This design comes from an exercise in tuning for small area, a short achievable clock period and few clock cycles on the open sky130 flow, not from production work.
In this exercise RTL edits were held to simulation tests only and were not proved equivalent to the original.
Power is estimated from default activity; no workload was simulated.

### design/flow/run.sh
#!/bin/bash
# synth_recipe.tcl (not shown) runs the flow's synth.tcl, then flattens the netlist and writes it again
# the make line also repeats each setting of config.mk as NAME=value (left out here)
make -C /OpenROAD-flow-scripts/flow DESIGN_CONFIG=/design/flow/config.mk WORK_HOME=/design/flow/orfs CLKGATE_MAP_FILE= SYNTH_SCRIPT=/design/flow/synth_recipe.tcl finish
### design/flow/config.mk
export PLATFORM = sky130hd
export DESIGN_NAME = process
export DESIGN_NICKNAME = process
export VERILOG_FILES = /design/flow/design.v
export SDC_FILE = /design/flow/constraint.sdc
export NUM_CORES = 4
export LEC_CHECK = 0
export CAP_MARGIN = 20
export CORE_MARGIN = 2
export CORE_UTILIZATION = 40
export SLEW_MARGIN = 20
### design/flow/constraint.sdc
create_clock -name core_clock -period 8.0 [get_ports {clk}]
set_input_delay 1.6000 -clock core_clock [delete_from_list [all_inputs] [get_ports {clk}]]
set_output_delay 1.6000 -clock core_clock [all_outputs]
set_load 0.01 [all_outputs]
### design/flow/design.v
`timescale 1ns / 1ps
module process(
  input clk,
  input rst,
  input [23:0] in_pix,
  output reg [5:0] row, col,
  output reg out_we,
  output reg [23:0] out_pix,
  output reg mirror_done,
  output reg gray_done,
  output reg filter_done
);
localparam integer K   = 4;            
localparam integer NS  = 64 / K;       
localparam integer LS  = 2 * K + 2;    
localparam [1:0] ST_MIR = 2'd0, ST_GRAY = 2'd1, ST_SHP = 2'd2, ST_DONE = 2'd3;
reg [1:0]  stage;
reg [10:0] mi;        
reg [1:0]  mph;       
reg [12:0] gi;        
reg        gph;       
reg [6:0]  r0;        
reg [6:0]  sc;        
reg [4:0]  slot;      
reg [5:0] n_row, n_col;
reg       n_we;
reg [2:0] n_wsel;     
reg       n_gr;       
reg       n_sr;       
reg       n_virt;     
reg       n_proc;     
reg       n_jl;       
reg       n_jk;       
reg       n_c0;       
localparam [2:0] WS_PIX = 3'd0, WS_GRAY = 3'd1, WS_TOP = 3'd2, WS_LAST = 3'd3,
                 WS_LASTF = 3'd4, WS_S = 3'd5;
reg [1:0]  x_stage;
reg [10:0] x_mi;
reg [1:0]  x_mph;
reg [12:0] x_gi;
reg        x_gph;
reg [6:0]  x_r0, x_sc;
reg [4:0]  x_slot;
reg [11:0] gp;
reg [6:0]  rr;        
reg [6:0]  cc;
integer j, wi;
always @* begin
  n_row = 0; n_col = 0; n_we = 0; n_wsel = WS_PIX;
  n_gr = 0; n_sr = 0; n_virt = 0; n_proc = 0; n_jl = 0; n_jk = 0; n_c0 = 0;
  x_stage = stage; x_mi = mi; x_mph = mph; x_gi = gi; x_gph = gph;
  x_r0 = r0; x_sc = sc; x_slot = slot;
  gp = 0; rr = 0; cc = 0; j = 0; wi = 0;
  case (stage)
    ST_MIR: begin
      n_row = (mph == 2'd1) ? ~{1'b0, mi[10:6]} : {1'b0, mi[10:6]};
      n_col = mi[5:0];
      n_we  = (mph != 2'd0);
      n_wsel = WS_PIX;
      if (mph == 2'd2) begin
        x_mph = 0;
        x_mi = mi + 1'b1;
        if (mi == 11'h7ff) x_stage = ST_GRAY;
      end else
        x_mph = mph + 1'b1;
    end
    ST_GRAY: begin
      gp = gph ? (gi[11:0] - 1'b1) : gi[11:0];
      n_row = gp[11:6];
      n_col = gp[5:0];
      n_gr = !gph && !gi[12];
      n_we = gph && (gi != 0);
      n_wsel = WS_GRAY;
      if (gph) begin
        x_gi = gi + 1'b1;
        if (gi[12]) x_stage = ST_SHP;
      end
      x_gph = !gph;
    end
    ST_SHP: begin
      n_c0 = (sc == 0);
      cc = sc;
      if (slot == 0) begin
        rr = r0 - 1'b1;
        n_sr = 1;
        n_virt = (r0 == 0) || (sc == 64) || (r0 == 64);
      end else if (slot[0]) begin
        j = (slot + 1) >> 1;
        rr = r0 - 1 + j;
        n_sr = 1;
        n_virt = (sc == 64) || (rr >= 64);
        n_proc = (j >= 2);
        n_jl = (j == K + 1);
        n_jk = (j == K);
      end else if (slot == 2) begin
        rr = r0 - 1'b1;
        n_we = (r0 != 0) && (r0 != 64) && (sc != 64);
        n_wsel = WS_TOP;
      end else if (slot == 4) begin
        n_wsel = WS_LAST;
        if (sc == 0) begin
          rr = r0 - 1'b1;
          cc = 63;
          n_we = (r0 != 0);
          if (r0 == 64) n_wsel = WS_LASTF;
        end else begin
          rr = r0 + K - 1;
          cc = sc - 2;
          n_we = (sc >= 2);
          if (r0 == 64 - K) n_wsel = WS_LASTF;
        end
      end else begin
        wi = (slot - 4) >> 1;
        rr = r0 - 1 + wi;
        cc = sc - 1;
        n_we = (sc != 0);
        n_wsel = WS_S;
      end
      n_row = rr[5:0];
      n_col = cc[5:0];
      if (r0 == 64 && slot == 4) begin
        x_stage = ST_DONE;
      end else if (slot == LS) begin
        x_slot = 0;
        if (sc == 64) begin
          x_sc = 0;
          x_r0 = r0 + K;
        end else
          x_sc = sc + 1'b1;
      end else
        x_slot = slot + 1'b1;
    end
    default: begin
      n_we = 0;
    end
  endcase
end
reg t0_gr, t0_sr, t0_virt, t0_proc, t0_jl, t0_jk, t0_c0;
reg t1_gr, t1_sr, t1_virt, t1_proc, t1_jl, t1_jk, t1_c0;
reg t2_proc, t2_jl;
always @(posedge clk) begin
  if (rst) begin
    stage <= ST_MIR;
    mi <= 0; mph <= 2'd1;            
    gi <= 0; gph <= 0;
    r0 <= 0; sc <= 0; slot <= 0;
    row <= 0; col <= 0; out_we <= 0;
    mirror_done <= 0; gray_done <= 0; filter_done <= 0;
    t0_gr <= 0; t0_sr <= 0; t0_virt <= 0; t0_proc <= 0; t0_jl <= 0; t0_jk <= 0; t0_c0 <= 0;
  end else begin
    stage <= x_stage; mi <= x_mi; mph <= x_mph; gi <= x_gi; gph <= x_gph;
    r0 <= x_r0; sc <= x_sc; slot <= x_slot;
    row <= n_row; col <= n_col; out_we <= n_we;
    mirror_done <= (stage != ST_MIR);
    gray_done <= (stage == ST_SHP) || (stage == ST_DONE);
    filter_done <= (stage == ST_DONE);
    t0_gr <= n_gr; t0_sr <= n_sr; t0_virt <= n_virt; t0_proc <= n_proc;
    t0_jl <= n_jl; t0_jk <= n_jk; t0_c0 <= n_c0;
  end
end
always @(posedge clk) begin
  t1_gr <= t0_gr; t1_sr <= t0_sr; t1_virt <= t0_virt; t1_proc <= t0_proc;
  t1_jl <= t0_jl; t1_jk <= t0_jk; t1_c0 <= t0_c0;
  t2_proc <= t1_proc && t1_sr; t2_jl <= t1_jl;
end
reg [23:0] cap;                   
reg [7:0] mx, mn;
wire [7:0] cr = cap[23:16], cg = cap[15:8], cb = cap[7:0];
wire rg = cr >= cg, rb = cr >= cb, gb = cg >= cb;
wire [7:0] c_mx = (rg && rb) ? cr : (gb ? cg : cb);
wire [7:0] c_mn = (!rg && !rb) ? cr : (!gb ? cg : cb);
wire [8:0] gsum = mx + mn;
wire [7:0] gval = gsum[8:1];
reg  [7:0]  gu, gm;               
reg  [7:0]  gl_cur, gl_prev;      
reg  [7:0]  sl;                   
reg  [9:0]  vr;                   
reg  [12:0] tr;            
reg  [12:0] ra [0:K-1];    
reg  [9:0]  rv [0:K-1];           
wire [7:0]  gnew = t1_virt ? 8'd0 : cap[15:8];
wire [9:0]  vsum = gu + gm + gnew;
wire [9:0]  vold = t1_c0 ? 10'd0 : rv[0];
wire [12:0] ten_gm = {2'b00, gm, 3'b000} + {4'b0000, gm, 1'b0};
wire [12:0] tval = ten_gm - {3'b000, vold};
wire [12:0] sraw = ra[0] - {3'b000, vr};
wire [12:0] anew = tr - {3'b000, vr};
wire [7:0]  sclamp = sraw[12] ? 8'd0 : (|sraw[11:8] ? 8'd255 : sraw[7:0]);
integer e;
always @(posedge clk) begin
  cap <= in_pix;
  mx <= c_mx;
  mn <= c_mn;
  vr <= vsum;
  tr <= tval;
  if (t1_sr) begin
    gu <= gm;
    gm <= gnew;
  end
  if (t1_sr && t1_jk) begin
    gl_prev <= gl_cur;
    gl_cur <= gnew;
  end
  if (t2_proc) begin
    for (e = 0; e < K - 1; e = e + 1) begin
      ra[e] <= ra[e + 1];
      rv[e] <= rv[e + 1];
    end
    ra[K - 1] <= anew;
    rv[K - 1] <= vr;
    if (t2_jl) sl <= sclamp;
  end
  case (n_wsel)
    WS_PIX:   out_pix <= in_pix;
    WS_GRAY:  out_pix <= {8'd0, gval, 8'd0};
    WS_TOP:   out_pix <= {8'd0, cap[23:16], 8'd0};
    WS_LAST:  out_pix <= {sl, gl_prev, 8'd0};
    WS_LASTF: out_pix <= {8'd0, sl, 8'd0};
    default:  out_pix <= {8'd0, sclamp, 8'd0};
  endcase
end
endmodule
==> results of run 1 <==
[metrics by stage]
step	cell area, sq um	util, %	total power, mW	hold slack [ps]
after floorplan	14200	-	2.14	310
after global placement	15300	43.3	2.35	310
after detailed placement	15300	43.3	2.36	312
after CTS	16300	46.1	3.77	321
after global routing	16300	46.1	3.90	331
final	16300	46.1	3.72	324
[power groups by stage]
stage	logic, mW	clock network [mW]	registers (mW)
floorplan	0.423	0	1.72
global placement	0.616	0	1.73
detailed placement	0.625	0	1.73
CTS	0.630	1.44	1.70
global route	0.699	1.49	1.71
finish	0.629	1.39	1.70
[layer usage]
layer / GRT usage (%) / up-vias / routed length [microns]
met5: 0 / - / 0
met4: 4.64 / 0 / 599
met3: 2.66 / 45 / 1620
met2: 27.9 / 200 / 14200
met1: 23.6 / 4523 / 14800
li1: - / 4709 / -
[registers in the layout (all words and copies together) (netlist names), 10 cells and up]
name,count
cap,24
gi,13
mi,11
out_pix,24
ra,52
rv,40
tr,13
vr,10
[worst max-delay path, stage by stage (launching register included)]
cell and delay, ps:
dfxtp_1 380, inv_1 140, ha_1 280, or4b_4 520, o21ai_0 690, o2111ai_1 260
nor2_1 690, and2_0 460, a311oi_1 110
[worst paths after layout]
path                                      endpoint  slack [ps]  cells after the start
worst min-delay path                 t1_sr$_DFF_P_         320                      0
worst max-delay path            out_pix[8]$_DFF_P_        4300                      8
worst min register to register       t1_sr$_DFF_P_         320                      0
worst max register to register  out_pix[8]$_DFF_P_        4300                      8
[synthesized netlist by cell type, types with 6 or more instances]
library cell and n:
a21o_1 13, mux2i_1 29, clkbuf_1 37, a311oi_1 8
nand2_1 69, o21ai_0 51, nor3_1 22, nor4_1 6
a21oi_1 70, inv_1 96, nor2b_1 21, a211oi_1 10
a22o_1 11, o21a_1 7, o211ai_1 8, xor2_1 48
mux2_2 15, nand4_1 7, a21boi_0 7, dfxtp_1 163
and3_1 11, edfxtp_1 132, xnor2_1 42, nand2b_1 20
nand3_1 24, fa_1 19, o21bai_1 6, or2_2 7
ha_1 111, nor2_1 112, a22oi_1 6, and2_1 21
[cell families (layout without fill, tap and decap cells)]
family,Yosys count,after routing,share of synthesized area (%)
flops,295,295,50.9
mux,44,44,3.23
fa+ha+maj,130,130,12.5
xor+xnor,90,90,5.55
compound gates,249,249,11.8
simple gates,349,349,12.2
buf+inv,141,223,3.88
[cell type report]
class,instances,area [sq um],share of cell area [%]
Clock buffer,45,890,5.46
Clock inverter,13,104,0.638
Inverter,96,360,2.21
Multi-Input combinational cell,862,6430,39.5
Sequential cell,295,7230,44.4
Tap cell,461,577,3.54
Timing Repair Buffer,69,684,4.20
==> results.tsv, run 1 <==
stage	metric	value	unit
detailed_routing	Routed WL per cell	17.0	microns
sta	RSZ-0062 raised after global routing	false	
global_routing	initial antenna violation count	0	
floorplanning	IO Count	66	
setup_path	CP startpoint	sc[1]$_SDFFE_PP0P_	
cells_and_area	Nets	1511	
detailed_routing	final WL	31300	microns
clocking	total CTS buffers	31	
floorplanning	Initial Utilization	40.2	%
worst_hold_path	min-delay worst type	reg2reg	
sta	final setup violation count	0	
setup_path	CP Max Fanout	13	
pwr	Pint	2.73	mW
floorplanning	Die X-Extent	192	microns
setup_path	Critical R2R Launch	sc[1]$_SDFFE_PP0P_	
detailed_routing	1st-iter DRT viols	782	
yosys	synth top area cells	edfxtp_1 (28%), dfxtp_1 (23%), ha_1 (9.8%)	
sta	final worst slack	4300	ps
clocking	clk latency of the worst-skew pair	580	ps
yosys	Syn. warnings	3	
cells_and_area	synthesis-to-layout area growth	14.6	%
cells_and_area	Ant. Diodes	0	
clocking	post_cts resized	0	
yosys	Syn Nets	1454	
clocking	Hold-fix buffers, CTS	0	
sta	Tcrit/Tclk final	46.3	%
sta	fmax	270	MHz
global_routing	GRT Total Usage	17.1	%
floorplanning	area of the die	0.0370	sq mm
global_routing	total gr overflow	0	
detailed_routing	Pre-antenna DRT Iters	6	
flow_run	max-capacitance violation count	0	
yosys	Post-synth EDFFs	132	
yosys	sequential area share after synthesis	50.9	%
placement	GP Congestion	0.842	
floorplanning	Core Box Area	0.0353	sq mm
placement	HPWL Detailed	22700	microns
clocking	clk sink count	295	
setup_path	CP Capture Type	flop	
floorplanning	die outline height	192	microns
pwr	NetSw	0.993	mW
setup_path	Critical Path RT	8410	ps
yosys	area of the mapped netlist	0.0142	sq mm
pwr	Leak	6.45	nW
yosys	syn_area_per_cell	10.9	sq um
cells_and_area	commonest cells after routing, fill and taps aside	dfxtp_1 (162), edfxtp_1 (132), nor2_1 (112)	
setup_path	CP Class	reg2reg	
placement	IO buf count	65	
run_status	status	finished clean	
clocking	Max Root-Sink Buffers	3	
cells_and_area	most common cell after layout, fill and taps aside	dfxtp_1	
global_routing	largest net degree at the start of global routing	94	
cells_and_area	share of layout cells above drive strength 1	6.23	%
pwr	Logic pwr share	16.9	%
detailed_routing	via count	9477	
yosys	Synth top area share	27.9	%
yosys	Synth Flop Type	dfxtp_1	
sta	Worst Tran Pin Value	1060	ps
pwr	Clk pwr share	37.5	%
placement	Place WS	4350	ps
floorplanning	FP Rows	69	
detailed_routing	Vias/cell	5.15	
pwr	Seq pwr share	45.7	%
placement	placed cells	1782	
clocking	CTS clk-pin slew, worst paths	60	ps
clocking	Setup Buffers After CTS	0	
sta	post-route setup TNS	0	ps
sta	Fin. Hold Viols	0	
detailed_routing	DRC viols	0	
worst_hold_path	Worst Hold Launch	t0_sr$_SDFF_PP0_	
yosys	Synth cell types	82	
yosys	FF+latch count, synth	295	
clocking	CTS Root Cell	clkbuf_16	
sta	Slew HR	29.0	%
yosys	Synth area leader	edfxtp_1	
setup_path	crit path DAT	4120	ps
global_routing	first-pass GRT wire length	50000	microns
clocking	CTS tree	built	
sta	final slew viol count	0	
pwr	switching part of the total	26.7	%
sta	min Tclk post-route	3700	ps
clocking	H-tree levels	1	
cells_and_area	Layout Cells excl Fill	1841	
pwr	Power Dens Cells	229	mW/mm^2
detailed_routing	DRT antenna net count	0	
yosys	ys async rst share	0	%
global_routing	vias in the first global route	9156	
setup_path	startpoint types	flop	
yosys	gate count after technology mapping	1298	
pwr	maximum vdd ir drop	0.178	mV
cells_and_area	Filler Cell Count	3251	
sta	worst clock skew	16.3	ps
Testbench counts, summed over its fixed seeds: cycles 309,396.
==> run 2: changes to the inputs <==
--- a/design/flow/config.mk
+++ b/design/flow/config.mk
@@ -5,7 +5,9 @@
 export SDC_FILE = /design/flow/constraint.sdc
 export NUM_CORES = 4
 export LEC_CHECK = 0
+export ABC_CLOCK_PERIOD_IN_PS = 2500
 export CAP_MARGIN = 20
 export CORE_MARGIN = 2
 export CORE_UTILIZATION = 40
+export SETUP_SLACK_MARGIN = 5
 export SLEW_MARGIN = 20
==> run 2 against run 1 <==
  * Count of clock-buffer cells in the layout up 3
  * Still clean
  * Sequential share of layout area down 1.1 points
  * Global-route usage down 0.12 points
  * Utilization up 1.3 points
  * Cell count up 0.65%
==> results.tsv, run 2 <==
stage	metric	value	unit	change
cells_and_area	max reg flops	52		unchanged
setup_path	Worst path top cell family by delay	buffers and inverters		
setup_path	Critical Path RT	6400	ps	-2010 ps
flow_run	max-capacitance violation count	0		unchanged
sta	Fin. Hold Viols	0		unchanged
placement	GP Congestion	0.872		+3.7%
pwr	Power, Total	4.00	mW	+7.3%
yosys	Syn Nets	1454		unchanged
yosys	Synth top area share	27.9	%	unchanged
detailed_routing	1st-iter DRT viols	716		-8.4%
yosys	Syn. warnings	3		unchanged
global_routing	largest net degree at the start of global routing	93		-1.1%
setup_path	CP Cell Sequence	clkdlybuf4s50_1		
detailed_routing	Vias/cell	5.15		about the same
yosys	synth top area cells	edfxtp_1 (28%), dfxtp_1 (23%), ha_1 (9.8%)		
sta	final slew viol count	0		unchanged
setup_path	crit path DAT	1350	ps	-2770 ps
setup_path	max incr delay on CP	530	ps	-160 ps
floorplanning	Core Box Area	0.0353	sq mm	unchanged
sta	Worst Tran Pin Value	1060	ps	-0.981 ps
yosys	ys async rst share	0	%	unchanged
detailed_routing	DRT antenna net count	0		unchanged
detailed_routing	WL met2	14300	microns	+0.41%
detailed_routing	Pre-antenna DRT Iters	5		-1
clocking	CTS clk-pin slew, worst paths	60	ps	about the same
setup_path	CP Max Fanout	1		-12
sta	final setup violation count	0		unchanged
cells_and_area	Biggest register	ra		
yosys	FF+latch count, synth	295		unchanged
pwr	Power Dens Cells	239	mW/mm^2	+4.5%
detailed_routing	Routed WL per cell	16.9	microns	-0.50%
yosys	gate count after technology mapping	1298		unchanged
sta	Tcrit/Tclk final	36.9	%	-9.4 points
clocking	total CTS buffers	34		+9.7%
global_routing	vias in the first global route	9219		+0.69%
floorplanning	area of the die	0.0370	sq mm	unchanged
clocking	clk sink count	295		unchanged
sta	fmax	339	MHz	+26%
cells_and_area	share of layout cells above drive strength 1	9.63	%	+3.4 points
yosys	Synth Flop Type	dfxtp_1		
sta	worst clock skew	15.1	ps	-1.19 ps
placement	HPWL Detailed	22600	microns	-0.66%
cells_and_area	Nets	1523		+0.79%
cells_and_area	most common cell after layout, fill and taps aside	dfxtp_1		
detailed_routing	via count	9540		+0.66%
clocking	CTS Root Cell	clkbuf_16		
setup_path	slowest cell on the critical path	clkdlybuf4s50_1		
sta	post-route setup TNS	0	ps	unchanged
floorplanning	die outline height	192	microns	unchanged
detailed_routing	M1 WL	14700	microns	-0.99%
global_routing	GRT Total Usage	17.0	%	-0.12 points
clocking	Max Root-Sink Buffers	3		unchanged
cells_and_area	post-layout util	47.4	%	+1.3 points
yosys	area of the mapped netlist	0.0142	sq mm	unchanged
clocking	CTS tree	built		
cells_and_area	Ant. Diodes	0		unchanged
clocking	H-tree levels	2		+1
detailed_routing	met3 wire length	1670	microns	+3.3%
sta	min Tclk post-route	2950	ps	-753 ps
sta	Slew HR	29.1	%	+0.065 points
cells_and_area	largest registers	ra: 52 flops, rv: 40 flops		
global_routing	first-pass GRT wire length	49400	microns	-1.2%
pwr	Leak	6.71	nW	+4.1%
detailed_routing	DRC viols	0		unchanged
yosys	most frequent cell after synthesis	dfxtp_1		
run_status	status	finished clean		
yosys	Synth cell types	82		unchanged
placement	IO buf count	65		unchanged
floorplanning	Initial Utilization	40.2	%	unchanged
worst_hold_path	min-delay worst type	reg2reg		
setup_path	CP Class	reg2out		
setup_path	startpoint types	flop		
clocking	Hold-fix buffers, CTS	0		unchanged
global_routing	total gr overflow	0		unchanged
sta	RSZ-0062 raised after global routing	true		
detailed_routing	final WL	31300	microns	+0.14%
yosys	syn_area_per_cell	10.9	sq um	unchanged
floorplanning	FP Rows	69		unchanged
yosys	Post-synth EDFFs	132		unchanged
yosys	Synth area leader	edfxtp_1		
cells_and_area	Filler Cell Count	3192		-1.8%
cells_and_area	commonest cells after routing, fill and taps aside	dfxtp_1 (157), edfxtp_1 (132), ha_1 (109)		
cells_and_area	synthesis-to-layout area growth	17.7	%	
floorplanning	Die X-Extent	192	microns	unchanged
global_routing	initial antenna violation count	0		unchanged
setup_path	CP Capture Type	output port		
floorplanning	IO Count	66		unchanged
yosys	Post-synth top cells	dfxtp_1 (163), edfxtp_1 (132), nor2_1 (112), ha_1 (111), inv_1 (96)		
detailed_routing	DR top layer	met4		
clocking	clk latency of the worst-skew pair	510	ps	-70 ps
setup_path	CP bufs+invs	1		unchanged
yosys	sequential area share after synthesis	50.9	%	unchanged
pwr	maximum vdd ir drop	0.184	mV	+3.2%
==> run 2: final timing paths <==
check | start | to | slack (ps) | cells after the start
worst max register to register | sc[1]$_SDFFE_PP0P_ | out_pix[11]$_DFF_P_ | 5110 | 9
worst min-delay path | t0_sr$_SDFF_PP0_ | t1_sr$_DFF_P_ | 320 | 0
worst min register to register | t0_sr$_SDFF_PP0_ | t1_sr$_DFF_P_ | 320 | 0
worst max-delay path | out_pix[16]$_DFF_P_ | out_pix[16] | 5050 | 1
==> run 2: per-layer routing <==
metal	GRT usage, %	vias to the layer above
li1	-	4730
met1	23.2	4507
met2	27.8	253
met3	2.64	50
met4	4.82	0
met5	0	-
==> run 2: repair_timing <==
item,CTS,global route
setup endpoints to repair,37,50
pin swaps,1,8
buffers inserted,1,9
hold endpoints to repair,0,0
resized for setup,26,29
==> run 2: cell families after synthesis <==
| logic type | Yosys count | synth area share, % |
|---|---|---|
| mux | 44 | 3.23 |
| simple gates | 349 | 12.2 |
| fa+ha+maj | 130 | 12.5 |
| buf+inv | 141 | 3.88 |
| xor+xnor | 90 | 5.55 |
| flops | 295 | 50.9 |
| compound gates | 249 | 11.8 |
==> run 2: final cells by class <==
cell class | instances | area (sq um) | area share (%)
inverters | 96 | 360 | 2.15
clock inverters | 13 | 171 | 1.03
flip-flops and latches | 295 | 7240 | 43.3
multi-input cells | 862 | 6570 | 39.3
repair buffers | 78 | 752 | 4.50
well taps | 461 | 577 | 3.45
clock buffers | 48 | 1060 | 6.33
==> run 2: through the flow <==
| step | area [sq um] | worst slack, ps | hold slack [ps] | std cells |
|---|---|---|---|---|
| detailed placement | 15300 | 4390 | 312 | 1782 |
| finish | 16700 | 5050 | 325 | 1853 |
| global route | 16700 | 4980 | 331 | 1853 |
| floorplan | 14200 | 5130 | 310 | 1298 |
| CTS | 16600 | 4940 | 326 | 1844 |
| global placement | 15300 | 4560 | 314 | 1782 |
==> run 2: power breakdown <==
group | internal, mW | total, mW | switching [mW]
sequential | 1.65 | 1.70 | 0.0542
clock | 1.05 | 1.66 | 0.606
combinational | 0.280 | 0.637 | 0.357

[re-timing with driven ports]
The flow's constraints put no driver on any port. The routed layouts listed below were extracted and timed again, unchanged, in two steps. Step 1, drivers: a clkbuf_16 drives clk and a buf_2 each remaining input, both assumed. Step 2 times the ports against the registers' clock, not the clock port: input delays grow and output delays shrink by t, the midpoint of the rising clock arrivals with the driver on. a / b / c = ideal ports / drivers / drivers and shift; a / b = the first two.
run	t (ns)	setup slack, ns	latest minus earliest clock arrival (ns)	worst register clock-pin slew, ns	worst data-port slew with drivers (ns)
run 1	0.625	4.298 / 4.298 / 4.298	0.017 / 0.017	0.07 / 0.07	0.05
run 2	0.553	5.052 / 5.000 / 4.719	0.020 / 0.020	0.06 / 0.06	0.04
After both steps setup and hold are still met in every run listed. The setup slack of run 2, which loses most, moves by -0.052 ns with the drivers and by -0.333 ns with both steps.
